From an optimization exercise on the open Yosys and OpenROAD flow, aimed at small area, a short achievable clock period and few clock cycles per item; shortcuts taken in it are not production practice. The RTL was checked by simulation tests, not by an equivalence proof against the original design.

Setup of beta:
## tanh
module tanh (
    input  clk,
    input  rst,
    input  [13:0] i_x,
    input  i_valid,
    output o_ready,
    output [13:0] o_fx,
    output o_valid,
    input  i_ready
);
logic        adv;
logic [13:0] x0;
logic [1:0]  cnt;
logic        ov_r;
logic [13:0] e0, e1;
logic [0:0] m1_hc;
logic [17:0] m1_ha;
logic [17:0] m1_hb;
logic [13:0] x_s1;
logic [13:0] q_s2;
logic [13:0] x_s2;
logic [4:0] d1_one;
logic [3:0] d1_two;
logic [3:0] d1_neg;
logic [13:0] q_s3;
logic [13:0] x_s3;
logic [0:0] m2_hc;
logic [17:0] m2_ha;
logic [17:0] m2_hb;
logic [13:0] x_s4;
logic [13:0] q_s4;
logic [5:0] d2_one;
logic [4:0] d2_two;
logic [4:0] d2_neg;
logic [13:0] x_s5;
logic [13:0] q_s5;
logic [0:0] m3_hc;
logic [17:0] m3_ha;
logic [17:0] m3_hb;
logic [13:0] x_s6;
logic [13:0] q_s6;
logic [5:0] d3_one;
logic [5:0] d3_two;
logic [4:0] d3_neg;
logic [13:0] x_s7;
logic [13:0] q_s7;
logic [0:0] m4_hc;
logic [17:0] m4_ha;
logic [17:0] m4_hb;
logic [13:0] x_s8;
logic [13:0] q_s8;
logic [6:0] d4_one;
logic [6:0] d4_two;
logic [5:0] d4_neg;
logic [13:0] x_s9;
logic [13:0] q_s9;
logic [0:0] m5_hc;
logic [17:0] m5_ha;
logic [17:0] m5_hb;
logic [13:0] x_s10;
logic [14:0] r5p;
logic [6:0] dx_one;
logic [6:0] dx_two;
logic [6:0] dx_neg;
logic [0:0] m6_hc;
logic [17:0] m6_ha;
logic [17:0] m6_hb;
logic v0, v1, v2, v3, v4, v5, v6, v7, v8, v9, v10, v11, v12;
wire deliver = ov_r & i_ready;
wire arrive  = adv & v12;
wire [1:0] cnt_n = cnt + {1'b0, arrive} - {1'b0, deliver};
wire m1_pp_1 = x0[0] & x0[1];
wire m1_pp_2 = x0[0] & x0[2];
wire m1_pp_3 = x0[0] & x0[3];
wire m1_pp_4 = x0[0] & x0[4];
wire m1_pp_5 = x0[0] & x0[5];
wire m1_pp_6 = x0[0] & x0[6];
wire m1_pp_7 = x0[0] & x0[7];
wire m1_pp_8 = x0[0] & x0[8];
wire m1_pp_9 = x0[0] & x0[9];
wire m1_pp_10 = x0[0] & x0[10];
wire m1_pp_11 = x0[0] & x0[11];
wire m1_pp_12 = x0[0] & x0[12];
wire m1_pp_13 = ~(x0[0] & x0[13]);
wire m1_pp_14 = x0[1] & x0[2];
wire m1_pp_15 = x0[1] & x0[3];
wire m1_pp_16 = x0[1] & x0[4];
wire m1_pp_17 = x0[1] & x0[5];
wire m1_pp_18 = x0[1] & x0[6];
  ...
make LEC_CHECK=0 CAP_MARGIN=20 CORE_MARGIN=2 CORE_UTILIZATION=40 SETUP_SLACK_MARGIN=4.7 SLEW_MARGIN=20 SYNTH_HIERARCHICAL=1 SYNTH_MINIMUM_KEEP_SIZE=0 finish   # period 8.0 ns
run.sh (not shown) runs the stock make flow with config.mk's settings and CLKGATE_MAP_FILE= SYNTH_SCRIPT=/design/flow/synth_recipe.tcl, a recipe that flattens the netlist after the stock synthesis.
beta: flow completed, timing, DRC and antenna clean
Testbench counts of beta, summed over its fixed seeds: cycles 16,112, items 16,000.
--- input diff beta..gamma ---
diff --git a/flow/config.mk b/flow/config.mk
--- a/flow/config.mk
+++ b/flow/config.mk
@@ -9,4 +9,4 @@
 export CORE_MARGIN = 2
-export CORE_UTILIZATION = 40
-export SETUP_SLACK_MARGIN = 4.7
+export CORE_UTILIZATION = 55
+export SETUP_SLACK_MARGIN = 4.6
 export SLEW_MARGIN = 20
Notes after the runs:
- gamma: flow completed, timing, DRC and antenna clean
- gamma vs beta — post-CTS setup buffer count dropped by more than a quarter
- NOTE: post-cts repair resize count in gamma falls short of that of beta
- Of beta and gamma, the lower met3 global-route usage belongs to beta.
- Going from beta to gamma, count of vias placed by the detailed router grows by 252.

-- port drivers added, routing unchanged --
No port has a modelled driver above. Below, the same layouts with a new extraction and two added sets of constraints. Step 1 sets driving cells, clkbuf_16 on the clock port and buf_2 on the other inputs (assumed; they add their load-dependent delay and slew). Step 2 times the ports against the registers' clock, not the clock port: input delays grow and output delays shrink by t, the midpoint of the rising clock arrivals with the driver on. Slacks: no drivers / after step 1 / after step 2; pairs: no drivers / after step 1.
| run | t, ns | setup slack, ns | worst register clock-pin slew, ns |
|---|---|---|---|
| beta | 0.670 | 4.716 / 4.716 / 4.238 | 0.06 / 0.06 |
| gamma | 0.657 | 4.678 / 4.667 / 4.193 | 0.06 / 0.06 |
After both steps setup and hold are still met in every run listed. For gamma, which loses most, drivers alone change the setup slack by -0.011 ns; drivers and shift together by -0.485 ns.
